This is an optimization exercise on Yosys and OpenROAD, whose aim is small area and a short achievable clock period, not a production implementation. Where RTL was checked, it was by simulation tests only, not by an equivalence proof against the original. Power figures rest on the tool's default switching activity, not on a simulated workload.

==> inputs of try-maple <==
==> flow/design.v <==
`timescale 1ns / 1ps
module AddSub (input [31:0] an, input [31:0] bn, input sub, output [31:0] d);
    assign d = ~an + (~bn ^ {32{sub}}) + {31'd0, sub};
endmodule
module RegDec (input [4:0] r, input [31:1] valid, output [31:1] sel);
    genvar i;
    generate
        for (i = 1; i < 32; i = i + 1) begin : d
            assign sel[i] = valid[i] & (r == i);
        end
    endgenerate
endmodule
module ReadPortN (input [32*31-1:0] regs, input [31:1] sel, output reg [31:0] dn);
    integer k;
    always @(*) begin
        dn = 32'hffffffff;
        for (k = 1; k < 32; k = k + 1)
            dn = dn & ~({32{sel[k]}} & regs[32*(k-1) +: 32]);
    end
endmodule
module AddrAdd (input [31:0] an, input [15:0] imm, output [31:0] s);
    assign s = ~(an - {{16{imm[15]}}, imm});
endmodule
module CPU (
    input clk,
    input RST,
    output [31:0] imem_addr,
    input  [31:0] imem_data,
    output [31:0] dmem_addr,
    output [31:0] dmem_wdata,
    output dmem_we,
    input  [31:0] dmem_rdata
    );
    wire [31:0] ins = imem_data;
    wire [5:0]  op  = ins[31:26];
    wire [4:0]  rs  = ins[25:21];
    wire [4:0]  rt  = ins[20:16];
    wire [4:0]  rd  = ins[15:11];
    wire [4:0]  sa  = ins[10:6];
    wire [5:0]  fn  = ins[5:0];
    wire [15:0] imm = ins[15:0];
    wire op_r    = (op == 6'h00);
    wire op_addi = (op == 6'h08);
    wire op_ori  = (op == 6'h0d);
    wire op_lw   = (op == 6'h23);
    wire op_sw   = (op == 6'h2b);
    wire op_beq  = (op == 6'h04);
    wire op_bne  = (op == 6'h05);
    wire op_bgtz = (op == 6'h07);
    wire op_j    = (op == 6'h02);
    wire op_halt = (op == 6'h3f);
    wire f_sub = op_r & (fn == 6'h23);
    wire f_and = op_r & (fn == 6'h24);
    wire f_or  = op_r & (fn == 6'h25);
    wire f_sll = op_r & (fn == 6'h00);
    wire f_slt = op_r & (fn == 6'h2a);
    wire no_wr = op_sw | op_beq | op_bne | op_bgtz | op_j | op_halt;
    wire wr_rt = op_lw | op_addi | op_ori;
    wire is_branch = op_beq | op_bne | op_bgtz;
    wire sel_add = ~(wr_rt | f_sub | f_and | f_or | f_sll | f_slt);
    reg [31:1] valid;
    wire [31:0] wdata;
    wire [4:0]  wa = wr_rt ? rt : rd;
    wire        we = ~no_wr;
    always @(posedge clk or negedge RST) begin
        if (!RST) valid <= 31'd0;
        else if (we && wa != 5'd0) valid[wa] <= 1'b1;
    end
    wire [32*31-1:0] regs;
    wire [31:1] s1, s2;
    genvar i;
    generate
        for (i = 1; i < 32; i = i + 1) begin : r
            reg [31:0] q;
            always @(posedge clk)
                if (we && wa == i) q <= wdata;
            assign regs[32*(i-1) +: 32] = q;
        end
    endgenerate
    RegDec u_dec1 (.r(rs), .valid(valid), .sel(s1));
    RegDec u_dec2 (.r(rt), .valid(valid), .sel(s2));
    wire [31:0] an, bn;
    ReadPortN u_rp1 (.regs(regs), .sel(s1), .dn(an));
    ReadPortN u_rp2 (.regs(regs), .sel(s2), .dn(bn));
    wire [31:0] a = ~an;
    wire [31:0] b = ~bn;
    wire [31:0] simm = {{16{imm[15]}}, imm};
    wire [31:0] asum;
    AddrAdd u_aadd (.an(an), .imm(imm), .s(asum));
    wire        sub  = f_sub | f_slt | is_branch;
    wire [31:0] d;
    AddSub u_addsub (.an(an), .bn(bn), .sub(sub), .d(d));
    wire        lt   = (a[31] ^ b[31]) ? a[31] : d[31];
    wire [31:0] ob   = op_ori ? {16'd0, imm} : b;
    wire [31:0] shl  = b << sa;
    wire        use_asum = op_addi | op_lw | op_sw;
    wire [31:0] alu =
        ({32{use_asum}}         & asum) |
        ({32{(sel_add & ~op_sw) | f_sub}} & d) |
        ({32{f_and}}            & (a & b)) |
        ({32{f_or | op_ori}}    & (a | ob)) |
        ({32{f_sll}}            & shl) |
        ({32{f_slt}}            & {31'd0, lt});
    assign wdata = op_lw ? dmem_rdata : alu;
    assign dmem_addr  = alu;
    assign dmem_wdata = b;
    assign dmem_we    = op_sw;
    reg [31:2] pc;
    assign imem_addr = {pc, 2'b00};
    wire [17:2] pc_lo = pc[17:2];
    wire [31:18] pc_hi = pc[31:18];
    wire [16:0] lo4  = {1'b0, pc_lo} + 17'd1;
    wire [16:0] lobr = {1'b0, pc_lo} + {1'b0, imm} + 17'd1;
    wire [31:18] hi_inc = pc_hi + 14'd1;
    wire [31:18] hi_dec = pc_hi - 14'd1;
    wire [31:2] pc4  = {lo4[16] ? hi_inc : pc_hi, lo4[15:0]};
    wire [31:18] hibr = lobr[16] ? (imm[15] ? pc_hi : hi_inc) : (imm[15] ? hi_dec : pc_hi);
    wire [31:2] pcbr = {hibr, lobr[15:0]};
    wire eq   = (a == b);
    wire taken = (op_beq & eq) | (op_bne & ~eq) | (op_bgtz & ~eq & ~d[31]);
    wire [31:2] npc = op_halt ? pc :
                      op_j    ? {pc[31:28], ins[25:0]} :
                      taken   ? pcbr : pc4;
    always @(posedge clk or negedge RST) begin
        if (!RST) pc <= 30'd0;
        else pc <= npc;
    end
endmodule
==> flow/flow/run.sh <==
#!/bin/bash
# The standard ORFS layout, except that the port buffers are plain buf_2 cells
# (the resizer would otherwise pick a larger delay buffer for every port).
# The make output of the whole flow goes to flow_make.log in the work folder;
# ORFS keeps each tool's own log under orfs/logs/.
set -euo pipefail
bash standard.sh "BUFFER_PORTS_ARGS=-inputs -outputs -buffer_cell sky130_fd_sc_hd__buf_2" finish > flow_make.log 2>&1
==> flow/standard.sh <==
#!/bin/bash
# synth_recipe.tcl (not shown) runs the flow's synth.tcl, then flattens the netlist and writes it again
# the make line also repeats each setting of config.mk as NAME=value (left out here)
make -C /OpenROAD-flow-scripts/flow DESIGN_CONFIG=/design/flow/config.mk WORK_HOME=/design/flow/orfs CLKGATE_MAP_FILE= SYNTH_SCRIPT=/design/flow/synth_recipe.tcl "${@:-finish}"
==> flow/config.mk <==
export PLATFORM = sky130hd
export DESIGN_NAME = CPU
export DESIGN_NICKNAME = CPU
export VERILOG_FILES = /design/flow/design.v
export SDC_FILE = /design/flow/constraint.sdc
export NUM_CORES = 4
export LEC_CHECK = 0
export CAP_MARGIN = 10
export CELL_PAD_IN_SITES_DETAIL_PLACEMENT = 1
export CORE_MARGIN = 2
export CORE_UTILIZATION = 50
export CTS_BUF_LIST = sky130_fd_sc_hd__clkbuf_16
export CTS_CLUSTER_DIAMETER = 70
export CTS_CLUSTER_SIZE = 26
export PLACE_DENSITY = 0.6
export SETUP_SLACK_MARGIN = 4.0
export SLEW_MARGIN = 10
export SYNTH_HIERARCHICAL = 1
export SYNTH_MINIMUM_KEEP_SIZE = 0
export TNS_END_PERCENT = 5
==> flow/constraint.sdc <==
create_clock -name core_clock -period 12.0 [get_ports {clk}]
set_input_delay 2.4000 -clock core_clock [delete_from_list [all_inputs] [get_ports {clk}]]
set_output_delay 2.4000 -clock core_clock [all_outputs]
set_load 0.01 [all_outputs]
==> try-yarrow (differences from try-maple) <==
==> flow/design.v, changed modules only <==
module CPU (
    input clk,
    input RST,
    output [31:0] imem_addr,
    input  [31:0] imem_data,
    output [31:0] dmem_addr,
    output [31:0] dmem_wdata,
    output dmem_we,
    input  [31:0] dmem_rdata
    );
    wire [31:0] ins = imem_data;
    wire [5:0]  op  = ins[31:26];
    wire [4:0]  rs  = ins[25:21];
    wire [4:0]  rt  = ins[20:16];
    wire [4:0]  rd  = ins[15:11];
    wire [4:0]  sa  = ins[10:6];
    wire [5:0]  fn  = ins[5:0];
    wire [15:0] imm = ins[15:0];
    wire op_r    = (op == 6'h00);
    wire op_addi = (op == 6'h08);
    wire op_ori  = (op == 6'h0d);
    wire op_lw   = (op == 6'h23);
    wire op_sw   = (op == 6'h2b);
    wire op_beq  = (op == 6'h04);
    wire op_bne  = (op == 6'h05);
    wire op_bgtz = (op == 6'h07);
    wire op_j    = (op == 6'h02);
    wire op_halt = (op == 6'h3f);
    wire f_sub = op_r & (fn == 6'h23);
    wire f_and = op_r & (fn == 6'h24);
    wire f_or  = op_r & (fn == 6'h25);
    wire f_sll = op_r & (fn == 6'h00);
    wire f_slt = op_r & (fn == 6'h2a);
    wire no_wr = op_sw | op_beq | op_bne | op_bgtz | op_j | op_halt;
    wire wr_rt = op_lw | op_addi | op_ori;
    wire is_branch = op_beq | op_bne | op_bgtz;
    wire sel_add = ~(wr_rt | f_sub | f_and | f_or | f_sll | f_slt);
    reg [31:0] rf [1:31];   
    reg [31:1] valid;
    wire [31:0] wdata;
    wire [4:0]  wa = wr_rt ? rt : rd;
    wire        we = ~no_wr;
    genvar i;
    generate
        for (i = 1; i < 32; i = i + 1) begin : r
            wire wen = we & (wa == i);
            always @(posedge clk)
                rf[i] <= ({32{wen}} & wdata) | ({32{~wen}} & rf[i]);
        end
    endgenerate
    always @(posedge clk or negedge RST) begin
        if (!RST) valid <= 31'd0;
        else if (we && wa != 5'd0) valid[wa] <= 1'b1;
    end
    wire [31:0] s1, s2;
    assign s1[0] = 1'b0;
    assign s2[0] = 1'b0;
    generate
        for (i = 1; i < 32; i = i + 1) begin : sel
            assign s1[i] = valid[i] & (rs == i);
            assign s2[i] = valid[i] & (rt == i);
        end
    endgenerate
    reg [31:0] a, b;
    integer k;
    always @(*) begin
        a = 32'd0;
        b = 32'd0;
        for (k = 1; k < 32; k = k + 1) begin
            a = a | ({32{s1[k]}} & rf[k]);
            b = b | ({32{s2[k]}} & rf[k]);
        end
    end
    wire [31:0] simm = {{16{imm[15]}}, imm};
    wire [31:0] asum = a + simm;
    wire        sub  = f_sub | f_slt | is_branch;
    wire [32:0] dsum = {1'b0, a} + {1'b0, b ^ {32{sub}}} + {32'd0, sub};
    wire [31:0] d    = dsum[31:0];
    wire        lt   = (a[31] ^ b[31]) ? a[31] : d[31];
    wire [31:0] ob   = op_ori ? {16'd0, imm} : b;
    wire [31:0] shl  = b << sa;
    wire [31:0] alu =
        ({32{op_addi}}          & asum) |
        ({32{sel_add | f_sub}}  & d) |
        ({32{f_and}}            & (a & b)) |
        ({32{f_or | op_ori}}    & (a | ob)) |
        ({32{f_sll}}            & shl) |
        ({32{f_slt}}            & {31'd0, lt});
    assign wdata = op_lw ? dmem_rdata : alu;
    assign dmem_addr  = asum;
    assign dmem_wdata = b;
    assign dmem_we    = op_sw;
    reg [31:2] pc;
    assign imem_addr = {pc, 2'b00};
    wire [31:2] pc4  = pc + 30'd1;
    wire [31:2] pcbr = pc4 + {{14{imm[15]}}, imm};
    wire eq   = (a == b);
    wire taken = (op_beq & eq) | (op_bne & ~eq) | (op_bgtz & ~eq & ~d[31]);
    wire [31:2] npc = op_halt ? pc :
                      op_j    ? {pc[31:28], ins[25:0]} :
                      taken   ? pcbr : pc4;
    always @(posedge clk or negedge RST) begin
        if (!RST) pc <= 30'd0;
        else pc <= npc;
    end
endmodule
// module AddSub removed
// module RegDec removed
// module ReadPortN removed
// module AddrAdd removed
==> flow/run.sh (new file) <==
#!/bin/bash
# synth_recipe.tcl (not shown) runs the flow's synth.tcl, then flattens the netlist and writes it again
# the make line also repeats each setting of config.mk as NAME=value (left out here)
make -C /OpenROAD-flow-scripts/flow DESIGN_CONFIG=/design/flow/config.mk WORK_HOME=/design/flow/orfs CLKGATE_MAP_FILE= SYNTH_SCRIPT=/design/flow/synth_recipe.tcl finish
CAP_MARGIN = 20   (was 10)
CORE_UTILIZATION = 30   (was 50)
CTS_BUF_LIST = not set   (was sky130_fd_sc_hd__clkbuf_16)
CTS_CLUSTER_DIAMETER = not set   (was 70)
CTS_CLUSTER_SIZE = not set   (was 26)
PLACE_DENSITY = 0.38   (was 0.6)
SETUP_SLACK_MARGIN = 0.5   (was 4.0)
SLEW_MARGIN = 20   (was 10)
SYNTH_HIERARCHICAL = not set   (was 1)
SYNTH_MINIMUM_KEEP_SIZE = not set   (was 0)
TNS_END_PERCENT = not set   (was 5)
removed: flow/flow/run.sh
removed: flow/standard.sh
==> try-tundra (differences from try-maple) <==
==> flow/design.v, changed modules only <==
module ReadPort (input [32*31-1:0] regs, input [31:1] sel, output reg [31:0] d);
    integer k;
    always @(*) begin
        d = 32'd0;
        for (k = 1; k < 32; k = k + 1)
            d = d | ({32{sel[k]}} & regs[32*(k-1) +: 32]);
    end
endmodule
module AddrAdd (input [31:0] a, input [15:0] imm, output [31:0] s);
    assign s = a + {{16{imm[15]}}, imm};
endmodule
module CPU (
    input clk,
    input RST,
    output [31:0] imem_addr,
    input  [31:0] imem_data,
    output [31:0] dmem_addr,
    output [31:0] dmem_wdata,
    output dmem_we,
    input  [31:0] dmem_rdata
    );
    wire [31:0] ins = imem_data;
    wire [5:0]  op  = ins[31:26];
    wire [4:0]  rs  = ins[25:21];
    wire [4:0]  rt  = ins[20:16];
    wire [4:0]  rd  = ins[15:11];
    wire [4:0]  sa  = ins[10:6];
    wire [5:0]  fn  = ins[5:0];
    wire [15:0] imm = ins[15:0];
    wire op_r    = (op == 6'h00);
    wire op_addi = (op == 6'h08);
    wire op_ori  = (op == 6'h0d);
    wire op_lw   = (op == 6'h23);
    wire op_sw   = (op == 6'h2b);
    wire op_beq  = (op == 6'h04);
    wire op_bne  = (op == 6'h05);
    wire op_bgtz = (op == 6'h07);
    wire op_j    = (op == 6'h02);
    wire op_halt = (op == 6'h3f);
    wire f_sub = op_r & (fn == 6'h23);
    wire f_and = op_r & (fn == 6'h24);
    wire f_or  = op_r & (fn == 6'h25);
    wire f_sll = op_r & (fn == 6'h00);
    wire f_slt = op_r & (fn == 6'h2a);
    wire no_wr = op_sw | op_beq | op_bne | op_bgtz | op_j | op_halt;
    wire wr_rt = op_lw | op_addi | op_ori;
    wire is_branch = op_beq | op_bne | op_bgtz;
    wire sel_add = ~(wr_rt | f_sub | f_and | f_or | f_sll | f_slt);
    reg [31:1] valid;
    wire [31:0] wdata;
    wire [4:0]  wa = wr_rt ? rt : rd;
    wire        we = ~no_wr;
    always @(posedge clk or negedge RST) begin
        if (!RST) valid <= 31'd0;
        else if (we && wa != 5'd0) valid[wa] <= 1'b1;
    end
    wire [32*31-1:0] regs;
    wire [31:1] s1, s2;
    genvar i;
    generate
        for (i = 1; i < 32; i = i + 1) begin : r
            reg [31:0] q;
            always @(posedge clk)
                if (we && wa == i) q <= wdata;
            assign s1[i] = valid[i] & (rs == i);
            assign s2[i] = valid[i] & (rt == i);
            assign regs[32*(i-1) +: 32] = q;
        end
    endgenerate
    wire [31:0] a, b;
    ReadPort u_rp1 (.regs(regs), .sel(s1), .d(a));
    ReadPort u_rp2 (.regs(regs), .sel(s2), .d(b));
    wire [31:0] simm = {{16{imm[15]}}, imm};
    wire [31:0] asum;
    AddrAdd u_aadd (.a(a), .imm(imm), .s(asum));
    wire        sub  = f_sub | f_slt | is_branch;
    wire [32:0] dsum = {1'b0, a} + {1'b0, b ^ {32{sub}}} + {32'd0, sub};
    wire [31:0] d    = dsum[31:0];
    wire        lt   = (a[31] ^ b[31]) ? a[31] : d[31];
    wire [31:0] ob   = op_ori ? {16'd0, imm} : b;
    wire [31:0] shl  = b << sa;
    wire [31:0] alu =
        ({32{op_addi}}          & asum) |
        ({32{sel_add | f_sub}}  & d) |
        ({32{f_and}}            & (a & b)) |
        ({32{f_or | op_ori}}    & (a | ob)) |
        ({32{f_sll}}            & shl) |
        ({32{f_slt}}            & {31'd0, lt});
    assign wdata = op_lw ? dmem_rdata : alu;
    assign dmem_addr  = asum;
    assign dmem_wdata = b;
    assign dmem_we    = op_sw;
    reg [31:2] pc;
    assign imem_addr = {pc, 2'b00};
    wire [31:2] pc4  = pc + 30'd1;
    wire [31:2] pcbr = pc + {{14{imm[15]}}, imm} + 30'd1;
    wire eq   = (a == b);
    wire taken = (op_beq & eq) | (op_bne & ~eq) | (op_bgtz & ~eq & ~d[31]);
    wire [31:2] npc = op_halt ? pc :
                      op_j    ? {pc[31:28], ins[25:0]} :
                      taken   ? pcbr : pc4;
    always @(posedge clk or negedge RST) begin
        if (!RST) pc <= 30'd0;
        else pc <= npc;
    end
endmodule
// module AddSub removed
// module RegDec removed
// module ReadPortN removed
CORE_UTILIZATION = 45   (was 50)
CTS_CLUSTER_DIAMETER = 60   (was 70)
CTS_CLUSTER_SIZE = 24   (was 26)
PLACE_DENSITY = 0.55   (was 0.6)
==> summary.txt <==
| item | try-tundra | try-yarrow | try-maple |
|---|---|---|---|
| Status | finished clean | finished clean | finished clean |
| Post-Syn Area | 53,500 um2 | 53,300 um2 | 53,800 um2 |
| Fmax | 111 MHz | 88.9 MHz | 99.2 MHz |
| Yosys warnings | 8 | 2 | 8 |
| Reg clk slew, reported paths | 0.08 ns | 0.07 ns | 0.07 ns |
| #MultiIn Comb | 2,897 | 2,984 | 2,661 |
| N_taps | 1,536 | 2,340 | 1,403 |
| Post-synthesis simple-gate area fraction | 10.0% | 10.4% | 9.08% |
| Clock latency on the worst-skew pair | 0.75 ns | 0.81 ns | 0.73 ns |
| Clock buffer instance count of the final layout | 97 | 140 | 69 |
| P_int | 8.04 mW | 8.83 mW | 7.50 mW |
| Post-route total power | 12.8 mW | 13.9 mW | 12.2 mW |
| Total setup buffers inserted after CTS | 122 | 0 | 194 |
| Met2 capacity usage during global routing | 62.6% | 54.4% | 66.0% |
| Psw | 4.76 mW | 5.11 mW | 4.67 mW |
| GP Congestion | 0.915 | 0.975 | 1.02 |
| Least setup slack across all paths after layout | 2.97 ns | 0.746 ns | 1.92 ns |
| Initial Util | 45.4% | 30.2% | 50.3% |
| Combinational group share of total power | 32.5% | 32.4% | 33.7% |
| Worst R2R Start | valid[25] | valid[28] | valid[28] |
For try-yarrow, only the layout was checked, not whether the RTL still works.

[separate check: timing with driven ports]
No port has a modelled driver above. Below, the same layouts with a new extraction and two added sets of constraints.
Step 1: set_driving_cell puts a clkbuf_16 on clk and a buf_2 on each other input, an assumption about the parent block.
Step 2 times the ports against the registers' clock, not the clock port: input delays grow and output delays shrink by t, the midpoint of the rising clock arrivals with the driver on.
Slacks: ideal ports / drivers / drivers and shift; pairs: ideal ports / drivers.
run | shift t [ns] | setup slack, ns | worst setup path after step 2 | cell pins on the clock port's net
try-maple | 0.760 | 1.923 / 1.847 / 1.847 | input to output | 1
try-yarrow | 0.862 | 0.746 / 0.727 / 0.677 | input to register | 1
try-tundra | 0.788 | 2.966 / 2.795 / 2.548 | input to register | 1
After both steps every run listed still meets setup and hold. For try-tundra, which loses most, drivers alone change the setup slack by -0.171 ns; drivers and shift together by -0.418 ns.
